Source: an optimization exercise on an open RTL-to-GDS flow (aim: small area). Production flows keep margins and buffers that such runs may drop. Only simulation tests tie the RTL to the original design; equivalence was not proved. Power and IR drop assume default switching activity.

## run 1
// ticket_booking_system
module ticket_booking_system (
    input clk,
    input rst,
    input book,
    input cancel,
    input check,
    input [3:0] seat_type,
    input [4:0] travel_date,
    output reg [7:0] price,
    output reg [7:0] seats_left,
    output reg booking_success,
    output reg cancel_success,
    output reg availability_status
);
==> flow/config.mk <==
export PLATFORM = sky130hd
export DESIGN_NAME = ticket_booking_system
export DESIGN_NICKNAME = ticket_booking_system
export VERILOG_FILES = /design/flow/design.v
export SDC_FILE = /design/flow/constraint.sdc
export NUM_CORES = 4
export LEC_CHECK = 0
export CAP_MARGIN = 20
export CORE_MARGIN = 2
export CORE_UTILIZATION = 55
export CTS_BUF_LIST = sky130_fd_sc_hd__clkbuf_4
export CTS_CLUSTER_DIAMETER = 50
export CTS_CLUSTER_SIZE = 10
export PLACE_DENSITY = 0.7
export SLEW_MARGIN = 20
export SYNTH_HIERARCHICAL = 1
export SYNTH_MINIMUM_KEEP_SIZE = 0
==> flow/constraint.sdc <==
create_clock -name core_clock -period 8.0 [get_ports {clk}]
set_input_delay 1.6000 -clock core_clock [delete_from_list [all_inputs] [get_ports {clk}]]
set_output_delay 1.6000 -clock core_clock [all_outputs]
set_load 0.01 [all_outputs]
standard.sh (not shown) runs the stock make flow with config.mk's settings and CLKGATE_MAP_FILE= SYNTH_SCRIPT=/design/flow/synth_recipe.tcl, a recipe that flattens the netlist after the stock synthesis.
==> flow/flow/run.sh <==
#!/bin/bash
# The standard layout (the standard.sh: ORFS synthesis to final layout),
# with one change: the port buffers that global placement inserts are the
# platform's smallest buffer instead of the one buffer_ports picks by itself.
set -euo pipefail
export BUFFER_PORTS_ARGS="-buffer_cell sky130_fd_sc_hd__buf_1"
bash standard.sh > standard.log 2>&1
For run 2, these inputs were changed with respect to run 1:
# run 1
export LEC_CHECK = 0
export CAP_MARGIN = 20
export CORE_MARGIN = 2
export CORE_UTILIZATION = 55
export CTS_BUF_LIST = sky130_fd_sc_hd__clkbuf_4
export CTS_CLUSTER_DIAMETER = 50
export CTS_CLUSTER_SIZE = 10
export PLACE_DENSITY = 0.7
export SLEW_MARGIN = 20
export SYNTH_HIERARCHICAL = 1
export SYNTH_MINIMUM_KEEP_SIZE = 0
create_clock -name core_clock -period 8.0 [get_ports {clk}]
# run 2
export LEC_CHECK = 0
export CAP_MARGIN = 20
export CORE_MARGIN = 2
export CORE_UTILIZATION = 55
export CTS_BUF_LIST = sky130_fd_sc_hd__clkbuf_16
export CTS_CLUSTER_DIAMETER = 70
export CTS_CLUSTER_SIZE = 30
export PLACE_DENSITY = 0.7
export SLEW_MARGIN = 20
export SYNTH_HIERARCHICAL = 1
export SYNTH_MINIMUM_KEEP_SIZE = 0
create_clock -name core_clock -period 8.0 [get_ports {clk}]
==> flow/run.sh (new file) <==
#!/bin/bash
# synth_recipe.tcl (not shown) runs the flow's synth.tcl, then flattens the netlist and writes it again
# the make line also repeats each setting of config.mk as NAME=value (left out here)
make -C /OpenROAD-flow-scripts/flow DESIGN_CONFIG=/design/flow/config.mk WORK_HOME=/design/flow/orfs CLKGATE_MAP_FILE= SYNTH_SCRIPT=/design/flow/synth_recipe.tcl finish
removed: flow/flow/run.sh
removed: flow/standard.sh
--- outcome ---
Of run 2 and run 1, it is run 2 that has the higher clock network area share.
Delay contributed by the slowest stage of the critical path was lower in run 1 than in run 2.
Compared with run 1, run 2 shows tightest hold margin higher by 22 ps.
In run 2, the core utilization came out 1.8 points above the value in run 1.
Going from run 1 to run 2, post-route total power grew by a little under 10%.
Of the two values seen for top metal layer carrying routed signals, met5 was produced by run 2 and met4 by run 1.
Run 2: wire length per cell higher than run 1
In run 2, the growth of design area from synthesis to finish came out 3.2 points above the value in run 1.
Diff run 2..run 1 | number of buffers outside the clock class in the layout | unchanged
Global placer's final weighted congestion was lower in run 1 than in run 2.
Maximum clock frequency on run 2 is down relative to run 1.
Met2 usage in global routing: run 1 vs run 2 — no meaningful difference
Changes in run 3 relative to run 2:
# run 2
export LEC_CHECK = 0
export CAP_MARGIN = 20
export CORE_MARGIN = 2
export CORE_UTILIZATION = 55
export CTS_BUF_LIST = sky130_fd_sc_hd__clkbuf_16
export CTS_CLUSTER_DIAMETER = 70
export CTS_CLUSTER_SIZE = 30
export PLACE_DENSITY = 0.7
export SLEW_MARGIN = 20
export SYNTH_HIERARCHICAL = 1
export SYNTH_MINIMUM_KEEP_SIZE = 0
create_clock -name core_clock -period 8.0 [get_ports {clk}]
# run 3
export LEC_CHECK = 0
export CAP_MARGIN = 20
export CORE_MARGIN = 2
export CORE_UTILIZATION = 70
export CTS_BUF_LIST = sky130_fd_sc_hd__clkbuf_4
export CTS_CLUSTER_DIAMETER = 50
export CTS_CLUSTER_SIZE = 10
export PLACE_DENSITY = 0.8
export SLEW_MARGIN = 20
export SYNTH_HIERARCHICAL = 1
export SYNTH_MINIMUM_KEEP_SIZE = 0
create_clock -name core_clock -period 8.0 [get_ports {clk}]
==> flow/flow/run.sh (new file) <==
#!/bin/bash
# The standard layout (the standard.sh: ORFS synthesis to final layout),
# with one change: the port buffers that global placement inserts are the
# platform's smallest buffer instead of the one buffer_ports picks by itself.
set -euo pipefail
export BUFFER_PORTS_ARGS="-buffer_cell sky130_fd_sc_hd__buf_1"
bash standard.sh > standard.log 2>&1
==> flow/standard.sh (new file) <==
#!/bin/bash
# synth_recipe.tcl (not shown) runs the flow's synth.tcl, then flattens the netlist and writes it again
# the make line also repeats each setting of config.mk as NAME=value (left out here)
make -C /OpenROAD-flow-scripts/flow DESIGN_CONFIG=/design/flow/config.mk WORK_HOME=/design/flow/orfs CLKGATE_MAP_FILE= SYNTH_SCRIPT=/design/flow/synth_recipe.tcl "${@:-finish}"
removed: flow/run.sh
## What came out
Run 3 reports a lower non-clock buffering overhead in the final layout than run 2 does.
Per the comparison of run 3 with run 2, area after synthesis shows no meaningful change, setup slack shows an increase of 480 ps, count of nets after finishing shows an increase of 2.0%, clock transition time at the flip-flop clock pins of the worst setup and hold paths shows an increase of 20 ps.
From run 2 to run 3 the numbers moved as follows: register cell area after layout essentially unchanged; routed wire length decreased by about 2.5% relative to the old numbers; core outline area saw a decrease.
### run 3 -> run 4
# run 3
export LEC_CHECK = 0
export CAP_MARGIN = 20
export CORE_MARGIN = 2
export CORE_UTILIZATION = 70
export CTS_BUF_LIST = sky130_fd_sc_hd__clkbuf_4
export CTS_CLUSTER_DIAMETER = 50
export CTS_CLUSTER_SIZE = 10
export PLACE_DENSITY = 0.8
export SLEW_MARGIN = 20
export SYNTH_HIERARCHICAL = 1
export SYNTH_MINIMUM_KEEP_SIZE = 0
create_clock -name core_clock -period 8.0 [get_ports {clk}]
# run 4
export LEC_CHECK = 0
export CAP_MARGIN = 20
export CORE_MARGIN = 2
export CORE_UTILIZATION = 55
export CTS_BUF_LIST = sky130_fd_sc_hd__clkbuf_8
export CTS_CLUSTER_DIAMETER = 50
export CTS_CLUSTER_SIZE = 18
export PLACE_DENSITY = 0.7
export SLEW_MARGIN = 20
export SYNTH_HIERARCHICAL = 1
export SYNTH_MINIMUM_KEEP_SIZE = 0
create_clock -name core_clock -period 8.0 [get_ports {clk}]
Results
- Power (run 4 vs. run 3) increases by more than 10%
- In the metrics for run 4 and run 3, the one carrying the higher global-route usage over all layers is run 3.
- On run 4: last weighted congestion value of the routability-driven placer is 4.2% lower than what run 3 gave.

* * *

ticket_booking_system, a different RTL version from the one above (not shown whole).
Size in the first run: ~1200 cells after synthesis, about 370 flip-flops, roughly 33 I/O pins, ~13000 um2 of cells after synthesis.
Settings: LEC_CHECK=0, CAP_MARGIN=20, CORE_MARGIN=2, CORE_UTILIZATION=40, PLACE_DENSITY=0.6, SLEW_MARGIN=20, SYNTH_HIERARCHICAL=1, SYNTH_MINIMUM_KEEP_SIZE=0; clock period 8.0 ns.
run.sh (not shown) runs the stock make flow with config.mk's settings and CLKGATE_MAP_FILE= SYNTH_SCRIPT=/design/flow/synth_recipe.tcl, a recipe that flattens the netlist after the stock synthesis.
Stock flow here: none of the scripts above is used.
The baseline finished clean.
Next try:
Settings changed: CORE_UTILIZATION 40 to 55, PLACE_DENSITY 0.6 to 0.7.
Worst setup slack loses 8.0 ps.
Maximum frequency stays flat.
Wire length went down by 5.1%.
Sequential share of layout area rose by 0.66 points.
Total power came out lower by 1.7%.
Combinational power climbs by about 4%.
Global-route usage went up by 6.2 points.
Synthesized area does not change.
Next try:
Settings changed: CTS_BUF_LIST set to sky130_fd_sc_hd__clkbuf_4.
Outcome:
- The changed run completed with no timing, DRC or antenna violations
- utilization decreases by 0.28 points
- routed wire length increases by 1.6%
- synthesized cell count stays the same
- worst setup slack gets better by 140 ps
- die area does not change
- clock power decreases by about 10%
- total power decreases by 4.9%
- cell area decreases by 0.44%
- hold slack gets worse by 8.6 ps
- area after synthesis is unchanged
- maximum frequency increases by 2.1%
Next try:
Settings changed: CTS_BUF_LIST sky130_fd_sc_hd__clkbuf_4 to sky130_fd_sc_hd__clkbuf_8, CTS_CLUSTER_DIAMETER set to 60, CTS_CLUSTER_SIZE set to 16.
After rerunning: Total power came out lower by about a fifth. Cell count came out lower by a little under a tenth. First-iteration DRC count shrinks by a little under a tenth. Utilization fell by 2.7 points. Final area is lower by a few percent. Setup slack got worse by 45 ps. Routed wire length fell by a few percent.

* * *

Another version of the RTL of ticket_booking_system (not shown whole).
Size: about 1200 cells after synthesis, roughly 350 flip-flops, about 33 I/O pins, about 13000 µm² of cells after synthesis.
==> flow/design.v (excerpt) <==
module ticket_booking_system (
    input clk,
    input rst,
    input book,
    input cancel,
    input check,
    input [3:0] seat_type,
    input [4:0] travel_date,
    output reg [7:0] price,
    output reg [7:0] seats_left,
    output reg booking_success,
    output reg cancel_success,
    output reg availability_status
);
export LEC_CHECK = 0
export CAP_MARGIN = 20
export CORE_MARGIN = 2
export CORE_UTILIZATION = 55
export CTS_BUF_LIST = sky130_fd_sc_hd__clkbuf_16
export CTS_CLUSTER_DIAMETER = 80
export CTS_CLUSTER_SIZE = 24
export GPL_TIMING_DRIVEN = 0
export PLACE_DENSITY = 0.7
export SLEW_MARGIN = 20
export SYNTH_HIERARCHICAL = 1
export SYNTH_MINIMUM_KEEP_SIZE = 0
create_clock -name core_clock -period 8.0 [get_ports {clk}]
The first run produced a clean layout.
Edit:
GPL_TIMING_DRIVEN = not set   (was 0)
First-iteration DRC count goes up by about a fifth.
Die area does not change.
Routed wire length went up by a little under a tenth.
Area after synthesis is unchanged.

* * *

ticket_booking_system with an RTL version that a note above also has.
Size: about 370 flip-flops, ~13000 µm² of cells after synthesis.
Settings: LEC_CHECK=0, CAP_MARGIN=20, CORE_MARGIN=2, CORE_UTILIZATION=55, CTS_BUF_LIST=sky130_fd_sc_hd__clkbuf_16, CTS_CLUSTER_DIAMETER=80, CTS_CLUSTER_SIZE=24, PLACE_DENSITY=0.7, SLEW_MARGIN=20, SYNTH_HIERARCHICAL=1, SYNTH_MINIMUM_KEEP_SIZE=0; clock period 8.0 ns.
The first run went through all stages and came out clean.
Then changed:
==> flow/flow/run.sh (new file) <==
#!/bin/bash
# The standard layout (the standard.sh: ORFS synthesis to final layout),
# with one change: the port buffers that global placement inserts are the
# platform's smallest buffer instead of the one buffer_ports picks by itself.
set -euo pipefail
export BUFFER_PORTS_ARGS="-buffer_cell sky130_fd_sc_hd__buf_1"
bash standard.sh > standard.log 2>&1
==> flow/standard.sh (new file) <==
#!/bin/bash
# synth_recipe.tcl (not shown) runs the flow's synth.tcl, then flattens the netlist and writes it again
# the make line also repeats each setting of config.mk as NAME=value (left out here)
make -C /OpenROAD-flow-scripts/flow DESIGN_CONFIG=/design/flow/config.mk WORK_HOME=/design/flow/orfs CLKGATE_MAP_FILE= SYNTH_SCRIPT=/design/flow/synth_recipe.tcl "${@:-finish}"
Settings changed: CTS_BUF_LIST sky130_fd_sc_hd__clkbuf_16 to sky130_fd_sc_hd__clkbuf_4, CTS_CLUSTER_DIAMETER 80 to 40, CTS_CLUSTER_SIZE 24 to 8.
removed: flow/run.sh
=>
- global-route usage rises by 0.18 points
- routed wire length rises slightly
- sequential cell count is unchanged
- cell area falls slightly
- sequential share of layout area rises by 0.29 points
- first-iteration DRC count rises by a little under a tenth
- core utilization falls by 0.34 points
- combinational power falls by roughly a tenth
- setup slack improves by 0.58 ns
Then changed:
Settings changed: CTS_BUF_LIST sky130_fd_sc_hd__clkbuf_4 to sky130_fd_sc_hd__clkbuf_4 sky130_fd_sc_hd__clkbuf_8, CTS_CLUSTER_DIAMETER 40 to 50, CTS_CLUSTER_SIZE 8 to 12.
What happened: The changed run finished clean. Critical path depth stays the same. First-iteration DRC count drops by 5.6%. Total power climbs by 5.1%.
Then changed:
Settings changed: CORE_UTILIZATION 55 to 65, CTS_BUF_LIST sky130_fd_sc_hd__clkbuf_4 sky130_fd_sc_hd__clkbuf_8 to sky130_fd_sc_hd__clkbuf_4, CTS_CLUSTER_SIZE 12 to 10, PLACE_DENSITY 0.7 to 0.75.
=> The changed run finished with timing, DRC and antenna clean. Total power drops by 9.9%. Core utilization climbs by 10 points. First-iteration DRC count drops by 5.9%. Sequential share of layout area climbs by 1.4 points. Flip-flop and latch count is unchanged. Via count climbs by 1.3%. Sequential power stays flat. Area after synthesis stays the same.

* * *

Starting RTL as in the previous note.
Settings: LEC_CHECK=0, CAP_MARGIN=20, CORE_MARGIN=2, CORE_UTILIZATION=55, CTS_BUF_LIST=sky130_fd_sc_hd__clkbuf_16, CTS_CLUSTER_DIAMETER=80, CTS_CLUSTER_SIZE=24, PLACE_DENSITY=0.7, SLEW_MARGIN=20, SYNTH_HIERARCHICAL=1, SYNTH_MINIMUM_KEEP_SIZE=0; clock period 8.0 ns.
standard.sh (not shown) runs the stock make flow with config.mk's settings and CLKGATE_MAP_FILE= SYNTH_SCRIPT=/design/flow/synth_recipe.tcl, a recipe that flattens the netlist after the stock synthesis.
==> flow/flow/run.sh <==
#!/bin/bash
# The standard layout (the standard.sh: ORFS synthesis to final layout),
# with one change: the port buffers that global placement inserts are the
# platform's smallest buffer instead of the one buffer_ports picks by itself.
set -euo pipefail
export BUFFER_PORTS_ARGS="-buffer_cell sky130_fd_sc_hd__buf_1"
bash standard.sh > standard.log 2>&1
==> next run, changes <==
Settings changed: CTS_BUF_LIST sky130_fd_sc_hd__clkbuf_16 to sky130_fd_sc_hd__clkbuf_4, CTS_CLUSTER_DIAMETER 80 to 40, CTS_CLUSTER_SIZE 24 to 10.
Effect: The new run finished with timing, DRC and antenna clean. Final cell count went up by 2.9%. Final area rose by 0.35%. Maximum frequency goes up by 3.0%. Die area stays the same. Global-route usage grows by 0.55 points. Worst setup slack improves by 0.19 ns. Worst hold slack stays flat. Critical path depth stays the same. Total power increases by about 1.2%. Via count went up by about 1.4%. Clock skew grows by 0.021 ns.
==> next run, changes <==
Settings changed: CAP_MARGIN 20 to 5, CTS_BUF_LIST sky130_fd_sc_hd__clkbuf_4 to sky130_fd_sc_hd__clkbuf_16, CTS_CLUSTER_DIAMETER 40 to 80, CTS_CLUSTER_SIZE 10 to 24, SLEW_MARGIN 20 to 5.
Outcome:
- The changed run completed with no timing, DRC or antenna violations
- final area shrinks by about 0.35%
- setup slack loses 0.19 ns
- global-route usage goes down by 0.55 points
- die area does not change
- non-clock buffer count stays the same
- clock-buffer cell count drops by 35
- total power is lower by about 1.2%
- hold slack stays flat

## re-timing with driven ports
Ports are ideal in the flow. The routed layouts listed here were re-timed in OpenROAD. Step 1 sets driving cells, clkbuf_16 on the clock port and buf_2 on the other inputs (assumed; they add their load-dependent delay and slew). Step 2 adds t to the input delays and takes it off the output delays; t is the mean of the earliest and latest rising clock arrival at the registers after step 1. Input paths then give back, and output paths get back, about the clock's delay inside the block. Three values: ideal, step 1, step 2; two values: the first two.
run	t, ns	setup WS [ns]	clock arrival spread, ns	pins driven straight from the clock port
run 1	0.716	1.672 / 1.690 / 0.973	0.055 / 0.055	1
run 2	0.568	1.037 / 1.057 / 0.489	0.021 / 0.021	1
run 3	0.718	1.517 / 1.536 / 0.818	0.032 / 0.031	1
run 4	0.591	1.484 / 1.505 / 0.914	0.025 / 0.026	1
the first run of note 2	0.566	1.416 / 1.434 / 0.868	0.018 / 0.018	1
the second run of note 2	0.569	1.408 / 1.429 / 0.861	0.017 / 0.017	1
the third run of note 2	0.762	1.546 / 1.563 / 0.800	0.049 / 0.049	1
the fourth run of note 2	0.644	1.501 / 1.517 / 0.873	0.033 / 0.034	1
the first run of note 3	0.561	0.467 / 0.468 / -0.093	0.014 / 0.014	1
the second run of note 3	0.567	0.717 / 0.725 / 0.159	0.022 / 0.021	1
the first run of note 4	0.564	1.091 / 1.110 / 0.546	0.018 / 0.018	1
the second run of note 4	0.742	1.675 / 1.693 / 0.951	0.063 / 0.062	1
the third run of note 4	0.592	1.482 / 1.503 / 0.911	0.024 / 0.024	1
the fourth run of note 4	0.718	1.624 / 1.646 / 0.928	0.032 / 0.032	1
the first run of note 5	0.566	1.512 / 1.536 / 0.970	0.025 / 0.025	1
the second run of note 5	0.732	1.701 / 1.718 / 0.986	0.046 / 0.046	1
the third run of note 5	0.566	1.512 / 1.536 / 0.970	0.025 / 0.025	1
Met with ideal ports but missed after step 2: setup timing in the first run of note 3. For the third run of note 2, which loses most, drivers alone change the setup slack by +0.017 ns; drivers and shift together by -0.746 ns.
